This is an optimization exercise on Yosys and OpenROAD, whose aim is small area, a short achievable clock period and few clock cycles per item, not a production implementation. The RTL was checked by simulation tests, not by an equivalence proof against the original design.

==> inputs of run K <==
## svm_axi_wrapper
module svm_axi_wrapper #(
    parameter WIDTH     = 16,
    parameter N_FEATURES = 4,
    parameter N_SV      = 31,
    parameter C_S_AXIS_TDATA_WIDTH = 32,
    parameter C_M_AXIS_TDATA_WIDTH = 32
)(
    input  wire axi_clk,
    input  wire axi_reset_n,
    input  wire [C_S_AXIS_TDATA_WIDTH-1:0] s_axis_tdata,
    input  wire                            s_axis_tvalid,
    output wire                            s_axis_tready,
    input  wire                            s_axis_tlast,
    output wire [C_M_AXIS_TDATA_WIDTH-1:0] m_axis_tdata,
    output reg                             m_axis_tvalid,
    input  wire                            m_axis_tready,
    output reg                             m_axis_tlast
);
    wire rst = ~axi_reset_n;
    reg        in_hdr;       
    reg  [1:0] wp;           
    reg  [4:0] svi;          
    reg        tl_acc;       
    reg        s_rdy;
    assign s_axis_tready = s_rdy;
    wire hs = s_axis_tvalid & s_rdy;
    wire at_last  = ~in_hdr & (wp == 2'd2) & (svi == 5'd30);
    wire pre_last = ~in_hdr & (wp == 2'd1) & (svi == 5'd30);
    reg signed [15:0] x0, x1, x2, x3;
    reg signed [15:0] rho0, rho1, rho2;
    reg [31:0] A1, A2;
    reg [31:0] A3;
    reg        tlp;          
    reg [31:0] W;            
  ...
Settings: LEC_CHECK=0, ABC_AREA=1, CAP_MARGIN=20, CORE_MARGIN=2, CORE_UTILIZATION=40, SETUP_SLACK_MARGIN=5.0, SLEW_MARGIN=20; clock period 12.0 ns.
standard.sh (not shown) runs the stock make flow with config.mk's settings and CLKGATE_MAP_FILE= SYNTH_SCRIPT=/design/flow/synth_recipe.tcl, a recipe that flattens the netlist after the stock synthesis.
==> flow/flow/run.sh <==
#!/bin/bash
# Standard layout (the standard.sh, standard synthesis unchanged) with a
# larger setup-slack target for ORFS's timing repair. make's full output goes
# to flow_make.log in the work folder.
set -euo pipefail
bash standard.sh SETUP_SLACK_MARGIN=6 finish > flow_make.log 2>&1
==> inputs of run G, as changes to run K <==
--- a/flow/design.v
+++ b/flow/design.v
@@ -329,14 +329,14 @@
 module svm_sqsum (
     input  wire [15:0] a,
     input  wire [15:0] b,
     input  wire [31:0] c,
     output wire [31:0] y
 );
-    wire [14:0] av = a[14:0];
-    wire [14:0] bv = b[14:0];
+    wire [14:0] av = a[14:0] ^ {15{a[15]}};
+    wire [14:0] bv = b[14:0] ^ {15{b[15]}};
     wire t0 = (av[0] & av[9]) ^ (av[1] & av[8]) ^ (av[2] & av[7]);
     wire t1 = ((av[0] & av[9]) & (av[1] & av[8])) | ((av[0] & av[9]) & (av[2] & av[7])) | ((av[1] & av[8]) & (av[2] & av[7]));
     wire t2 = (av[0] & av[10]) ^ (av[1] & av[9]);
     wire t3 = (av[0] & av[10]) & (av[1] & av[9]);
     wire t4 = (av[0] & av[11]) ^ (av[1] & av[10]) ^ (av[2] & av[9]);
     wire t5 = ((av[0] & av[11]) & (av[1] & av[10])) | ((av[0] & av[11]) & (av[2] & av[9])) | ((av[1] & av[10]) & (av[2] & av[9]));
@@ -2301,17 +2301,19 @@
     wire at_last  = ~in_hdr & (wp == 2'd2) & (svi == 5'd30);
     wire pre_last = ~in_hdr & (wp == 2'd1) & (svi == 5'd30);
     reg signed [15:0] x0, x1, x2, x3;
     reg signed [15:0] rho0, rho1, rho2;
     reg [31:0] A1, A2;
     reg [31:0] A3;
-    reg        tlp;          
+    reg [4:0]  T1, T2, T3;   
+    reg        tl1, tl2, tl3;  
     reg [31:0] W;            
     reg        wv;           
     reg        wsec;         
     reg        dv, zgo, z2, c1, c2, c3, ek, ek2, m0, m1, vt;
+    wire [1:0] grp = (svi < 5'd7) ? 2'd0 : (svi < 5'd20) ? 2'd1 : 2'd2;
     wire       mv_next;
     always @(posedge axi_clk) begin
         if (rst) begin
             in_hdr <= 1'b1;
             wp     <= 2'd0;
             svi    <= 5'd0;
@@ -2362,18 +2364,19 @@
                     2'd1: begin x2 <= s_axis_tdata[15:0]; x3 <= s_axis_tdata[31:16]; end
                     2'd2: begin rho0 <= s_axis_tdata[15:0]; rho1 <= s_axis_tdata[31:16]; end
                     default: rho2 <= s_axis_tdata[15:0];
                 endcase
             end else if (wp == 2'd2) begin
                 A1  <= s_axis_tdata;
-                if (svi == 5'd30) tlp <= tl_acc | s_axis_tlast;
+                T1  <= {svi == 5'd30, svi == 5'd7, svi == 5'd0, grp};
+                tl1 <= tl_acc | s_axis_tlast;
             end
         end
     end
     always @(posedge axi_clk) begin
-        W    <= {d_hi[15], d_hi[14:0] ^ {15{d_hi[15]}}, d_lo[15], d_lo[14:0] ^ {15{d_lo[15]}}};
+        W    <= {d_hi, d_lo};
         wsec <= wp[0];
     end
     wire last_next = hs ? pre_last : at_last;
     always @(posedge axi_clk) begin
         if (rst) s_rdy <= 1'b1;
         else     s_rdy <= ~(last_next & mv_next);
@@ -2386,46 +2389,33 @@
     end
     wire        zsat = ~Q[31] & (Q[30:14] > 17'd4352);
     wire [15:0] zt   = Q[29:14];
     wire        zmin = (zt == 16'h8000);
     wire        zlo  = zsat | ($signed(zt) >= 16'sd4608) | zmin;
     wire        zhi  = ~zsat & ($signed(zt) < -16'sd4560) & ~zmin;
-    wire signed [15:0] ts = zt;
-    wire               s0 = ts[15] | (ts == 16'sd0);
-    wire               s1 = s0 ? (ts <= -16'sd2250) : (ts <= 16'sd2250);
-    wire               s2 = s0 ? (s1 ? (ts <= -16'sd3297) : (ts <= -16'sd1204))
-                               : (s1 ? (ts <= 16'sd1203)  : (ts <= 16'sd3296));
-    reg  signed [17:0] pc3;
-    always @(*) begin
-        case ({s0, s1, s2})
-            3'b000:  pc3 = -18'sd30488;
-            3'b001:  pc3 = -18'sd22252;
-            3'b010:  pc3 = -18'sd13750;
-            3'b011:  pc3 = -18'sd5514;
-            3'b100:  pc3 = 18'sd5512;
-            3'b101:  pc3 = 18'sd13748;
-            3'b110:  pc3 = 18'sd22250;
-            default: pc3 = 18'sd30486;
-        endcase
-    end
-    wire signed [17:0] p3 = {zt[14:0], 3'b000} + pc3;
+    wire               s0 = zt[15] | (zt == 16'd0);
+    wire signed [17:0] p1 = {zt[14:0], 3'b000} + (s0 ? 18'sd17999 : -18'sd18001);
+    wire               s1 = p1[17];
+    wire signed [17:0] p2 = p1 + (s1 ? 18'sd8369 : -18'sd8369);
+    wire               s2 = p2[17];
+    wire signed [17:0] p3 = p2 + (s2 ? 18'sd4118 : -18'sd4118);
     reg  [17:0] Zp;
     reg  [2:0]  Zs3;
     reg         Zlo1, Zhi1;
     always @(posedge axi_clk) begin
         if (dv) begin
             Zp   <= p3;
             Zs3  <= {s0, s1, s2};
             Zlo1 <= zlo;
             Zhi1 <= zhi;
         end
     end
     wire               s3 = Zp[17];
-    wire               s4 = s3 ? ($signed(Zp) < -18'sd2051) : ($signed(Zp) < 18'sd2051);
-    wire signed [17:0] zu = ~Zp + (s3 ? (s4 ? -18'sd2055 : 18'sd2047)
-                                      : (s4 ? 18'sd2047 : 18'sd6149));
+    wire signed [17:0] p4 = Zp + (s3 ? 18'sd2051 : -18'sd2051);
+    wire               s4 = p4[17];
+    wire signed [17:0] zu = ~p4 + (s4 ? -18'sd4 : 18'sd4098);
     wire        u_neg = zu[17];
     wire        u_big = ~zu[17] & (zu[16:12] != 5'd0);
     wire [7:0]  stop  = u_neg ? 8'h00 : u_big ? 8'hff : zu[11:4];
     wire [3:0]  u4    = zu[3:0];
     reg  [2:0]  stail;
     always @(*) begin
@@ -2446,16 +2436,12 @@
     reg  [15:0] RY;
     always @(posedge axi_clk) begin
         RX <= rx;
         RY <= ry;
         if (z2) begin
             Zs  <= {stop[5:0], stail};
-        end else begin
-            Zs  <= {Zs[6:0], 2'b00};     
-        end
-        if (z2) begin
             Zlo <= Zlo1;
             Zhi <= Zhi1;
         end
     end
     reg [14:0]        XX;
     reg signed [15:0] YY;
@@ -2470,29 +2456,29 @@
         input [3:0]         sh;
         reg   [14:0]        xs;
         reg   signed [15:0] ys;
         begin
             xs = xi >> sh;
             ys = yi >>> sh;
-            citer = {xi + (ys[14:0] ^ {15{~sg}}) + {14'd0, ~sg},
-                     yi + ({1'b0, xs} ^ {16{~sg}}) + {15'd0, ~sg}};
+            if (sg) citer = {xi + ys[14:0], yi + {1'b0, xs}};
+            else    citer = {xi - ys[14:0], yi - {1'b0, xs}};
         end
     endfunction
     wire [3:0] sh0 = c1 ? 4'd7 : c2 ? 4'd9  : 4'd11;
     wire [3:0] sh1 = c1 ? 4'd8 : c2 ? 4'd10 : 4'd12;
-    wire g0 = Zs[8];
-    wire g1 = Zs[7];
+    wire g0 = c1 ? Zs[8] : c2 ? Zs[6] : Zs[4];
+    wire g1 = c1 ? Zs[7] : c2 ? Zs[5] : Zs[3];
     wire [30:0] it0 = citer(xi0, yi0, g0, sh0);
     wire [30:0] it1 = citer(it0[30:16], it0[15:0], g1, sh1);
     always @(posedge axi_clk) begin
         XX <= it1[30:16];
         YY <= it1[15:0];
         if (c3) begin
             Xlo <= Zlo;
             Xhi <= Zhi;
-            Xs  <= Zs[6:4];
+            Xs  <= Zs[2:0];
         end
     end
     wire [5:0] ec;
     svm_ecorr u_ecorr (.x(XX), .y(YY), .s13(Xs[2]), .s14(Xs[1]), .s15(Xs[0]), .ec(ec));
     reg [16:0] ES;
     reg [5:0]  EC;
@@ -2518,60 +2504,45 @@
             c2 <= c1;
             c3 <= c2;
             ek <= c3;
             ek2 <= ek;
             m0 <= ek2;
             m1 <= m0;
-            vt <= m1 & tg[4];
+            vt <= m1 & T3[4];
         end
     end
     always @(posedge axi_clk) begin
         if (c1) begin
             A2  <= A1;
+            T2  <= T1;
+            tl2 <= tl1;
         end
         if (ek) begin
             A3  <= A2;
-        end else if (m0) begin
-            A3[15:0] <= A3[31:16];       
+            T3  <= T2;
+            tl3 <= tl2;
         end
     end
     reg [31:0] acc01, acc02, acc12;
-    reg  [4:0]  pj;
-    reg  [4:0]  tg;
-    wire [4:0]  pj_n  = (pj == 5'd30) ? 5'd0 : pj + 5'd1;
-    always @(posedge axi_clk) begin
-        if (rst) begin
-            pj <= 5'd0;
-            tg <= 5'b00100;
-        end else if (m1) begin
-            pj <= pj_n;
-            tg <= {pj_n == 5'd30, pj_n == 5'd7, pj_n == 5'd0,
-                   (pj_n < 5'd7) ? 2'd0 : (pj_n < 5'd20) ? 2'd1 : 2'd2};
-        end
-    end
-    wire [15:0] ma    = A3[15:0];
-    reg  sel01, sel02, sel12, init;
-    always @(posedge axi_clk) begin
-        if (rst) begin
-            sel01 <= 1'b0; sel02 <= 1'b0; sel12 <= 1'b0; init <= 1'b0;
-        end else begin
-            sel01 <= ek2 & (tg[1:0] != 2'd2);
-            sel02 <= (ek2 & (tg[1:0] == 2'd2)) | (m0 & (tg[1:0] == 2'd0));
-            sel12 <= m0 & (tg[1:0] != 2'd0);
-            init  <= (ek2 & tg[2]) | (m0 & (tg[2] | tg[3]));
-        end
-    end
-    wire signed [15:0] rsel = ({16{sel01}} & rho0) | ({16{sel02}} & rho1) | ({16{sel12}} & rho2);
-    wire [31:0] accsel = ({32{sel01}} & acc01) | ({32{sel02}} & acc02) | ({32{sel12}} & acc12);
+    wire [4:0]  tg    = T3;
+    wire [15:0] ma    = m0 ? A3[15:0] : A3[31:16];
+    wire sel01 = m0 & (tg[1:0] != 2'd2);
+    wire sel12 = m1 & (tg[1:0] != 2'd0);
+    wire sel02 = ~sel01 & ~sel12;
+    wire init  = tg[2] | (m1 & tg[3]);
+    wire signed [15:0] rsel = sel01 ? rho0 : sel02 ? rho1 : rho2;
+    wire [31:0] accsel = sel01 ? acc01 : sel02 ? acc02 : acc12;
     wire [31:0] opa = init ? {~{{4{rsel[15]}}, rsel}, 12'hfff} : accsel;
     wire [31:0] asum;
     svm_mac u_mac (.a(ma), .k(K), .c(opa), .ci(init), .y(asum));
     always @(posedge axi_clk) begin
-        if (sel01) acc01 <= asum;
-        if (sel02) acc02 <= asum;
-        if (sel12) acc12 <= asum;
+        if (m0 | m1) begin
+            if (sel01) acc01 <= asum;
+            if (sel02) acc02 <= asum;
+            if (sel12) acc12 <= asum;
+        end
     end
     reg  [1:0] cls;
     wire p01 = ~acc01[31] & (|acc01[30:0]);
     wire p02 = ~acc02[31] & (|acc02[30:0]);
     wire p12 = ~acc12[31] & (|acc12[30:0]);
     wire [1:0] v0 = {1'b0, p01} + {1'b0, p02};
@@ -2585,11 +2556,11 @@
             m_axis_tvalid <= 1'b0;
         end else begin
             m_axis_tvalid <= mv_next;
         end
         if (vt) begin
             cls          <= vcls;
-            m_axis_tlast <= tlp;
+            m_axis_tlast <= tl3;
         end
     end
     assign m_axis_tdata = {30'd0, cls};
 endmodule
==> flow/run.sh (new file) <==
#!/bin/bash
# synth_recipe.tcl (not shown) runs the flow's synth.tcl, then flattens the netlist and writes it again
# the make line also repeats each setting of config.mk as NAME=value (left out here)
make -C /OpenROAD-flow-scripts/flow DESIGN_CONFIG=/design/flow/config.mk WORK_HOME=/design/flow/orfs CLKGATE_MAP_FILE= SYNTH_SCRIPT=/design/flow/synth_recipe.tcl finish
removed: flow/flow/run.sh
removed: flow/standard.sh
==> inputs of run B, as changes to run K <==
==> flow/run.sh (new file) <==
#!/bin/bash
# synth_recipe.tcl (not shown) runs the flow's synth.tcl, then flattens the netlist and writes it again
# the make line also repeats each setting of config.mk as NAME=value (left out here)
make -C /OpenROAD-flow-scripts/flow DESIGN_CONFIG=/design/flow/config.mk WORK_HOME=/design/flow/orfs CLKGATE_MAP_FILE= SYNTH_SCRIPT=/design/flow/synth_recipe.tcl finish
removed: flow/flow/run.sh
removed: flow/standard.sh
==> inputs of run X, as changes to run K <==
==> flow/flow/run.sh (replaced) <==
#!/bin/bash
# Standard layout (the standard.sh, standard synthesis unchanged) with a
# larger setup-slack target for ORFS's timing repair. make's full output goes
# to flow_make.log in the work folder.
set -euo pipefail
bash standard.sh SETUP_SLACK_MARGIN=7 finish > flow_make.log 2>&1
==> summary.txt <==
In run K the register-to-register slack is higher than in run G, by 890 ps.
Global-route usage, highest first: run X, run B, run K, run G.
Sequential cell count is the same in run B and run X.
Run B went through all stages and came out clean. Run X passed the timing, DRC and antenna checks. Run K finished with timing, DRC and antenna clean. Run G passed the timing, DRC and antenna checks.
Of run K and run G, run K has the higher non-clock buffer count (gap 43).
Between run K and run B, the lower maximum frequency is in run B (gap 15%, measured against run B).
In run K the via count is higher than in run B, by about 2.4%.
In run K the count of clock-buffer cells in the layout is higher than in run B, by 7.
Testbench counts of run K, summed over its fixed seeds: cycles 24,920, samples 256.
Testbench counts of run G, summed over its fixed seeds: cycles 24,920, samples 256.
Testbench counts of run B, summed over its fixed seeds: cycles 24,920, samples 256.
Testbench counts of run X, summed over its fixed seeds: cycles 24,920, samples 256.


==> inputs of run a <==
RTL: one of the versions met above, not the one the previous note started from.
make LEC_CHECK=0 ABC_AREA=1 CAP_MARGIN=20 CORE_MARGIN=2 CORE_UTILIZATION=40 SETUP_SLACK_MARGIN=4.0 SLEW_MARGIN=20 finish   # period 12.0 ns
run.sh (not shown) runs the stock make flow with config.mk's settings and CLKGATE_MAP_FILE= SYNTH_SCRIPT=/design/flow/synth_recipe.tcl, a recipe that flattens the netlist after the stock synthesis.
Stock flow here: none of the scripts above is used.
==> run b (differences from run a) <==
==> flow/flow/run.sh (new file) <==
#!/bin/bash
# Standard layout (the standard.sh, standard synthesis unchanged) with a
# larger setup-slack target for ORFS's timing repair. make's full output goes
# to flow_make.log in the work folder.
set -euo pipefail
bash standard.sh SETUP_SLACK_MARGIN=7 finish > flow_make.log 2>&1
==> flow/standard.sh (new file) <==
#!/bin/bash
# synth_recipe.tcl (not shown) runs the flow's synth.tcl, then flattens the netlist and writes it again
# the make line also repeats each setting of config.mk as NAME=value (left out here)
make -C /OpenROAD-flow-scripts/flow DESIGN_CONFIG=/design/flow/config.mk WORK_HOME=/design/flow/orfs CLKGATE_MAP_FILE= SYNTH_SCRIPT=/design/flow/synth_recipe.tcl "${@:-finish}"
--- a/flow/config.mk
+++ b/flow/config.mk
@@ -9,5 +9,5 @@
 export CAP_MARGIN = 20
 export CORE_MARGIN = 2
 export CORE_UTILIZATION = 40
-export SETUP_SLACK_MARGIN = 4.0
+export SETUP_SLACK_MARGIN = 5.0
 export SLEW_MARGIN = 20
removed: flow/run.sh
==> summary.txt <==
routed vias/inst ~5.2; grt met1 use a little under a third; Top delay family on crit path adder cells; crit path max-delay cell type dfxtp_1; DP Area roughly 55000 sq um; status no timing/DRC/antenna violations; hold_sp A1[2]
(the above is from run a)
==> summary.txt <==
status no timing/DRC/antenna violations; Top delay family on crit path simple AND/OR/NAND/NOR gates; crit path max-delay cell type edfxtp_1; grt met1 use between 30% and 40%; initial DRC count between 4000 and 5000; DP Area roughly 57000 sq um
(the above is from run b)
Testbench counts of run a, summed over its fixed seeds: cycles 24,920, samples 256.
Testbench counts of run b, summed over its fixed seeds: cycles 24,920, samples 256.

what the ideal ports hide:
No port has a modelled driver above. Below, the same layouts with a new extraction and two added sets of constraints.
Step 1 sets driving cells, clkbuf_16 on the clock port and buf_2 on the other inputs (assumed; they add their load-dependent delay and slew).
Step 2 adds t to the input delays and takes it off the output delays; t is the mean of the earliest and latest rising clock arrival at the registers after step 1. Input paths then give back, and output paths get back, about the clock's delay inside the block.
a / b / c = ideal / step 1 / step 2; a / b = the first two.
run | shift t [ns] | setup WS [ns] | worst hold slack (ns) | worst register clock-pin slew, ns | worst slew at a driven data input, ns
run K of note 1 | 0.735 | 6.219 / 6.219 / 5.807 | 0.371 / 0.371 / 0.371 | 0.08 / 0.08 | 0.20
run G of note 1 | 0.726 | 5.329 / 5.329 / 5.329 | 0.409 / 0.409 / 0.409 | 0.08 / 0.08 | 0.11
run B of note 1 | 0.735 | 5.339 / 5.339 / 5.339 | 0.416 / 0.416 / 0.416 | 0.07 / 0.07 | 0.28
run X of note 1 | 0.703 | 6.417 / 6.417 / 6.417 | 0.418 / 0.418 / 0.418 | 0.07 / 0.07 | 0.21
run a of note 2 | 0.725 | 4.498 / 4.498 / 4.498 | 0.377 / 0.377 / 0.377 | 0.07 / 0.07 | 0.11
run b of note 2 | 0.724 | 5.741 / 5.741 / 5.741 | 0.387 / 0.387 / 0.387 | 0.08 / 0.08 | 0.11
After both steps setup and hold are still met in every run listed. The setup slack of run K of note 1, which loses most, moves by 0.000 ns with the drivers and by -0.412 ns with both steps.
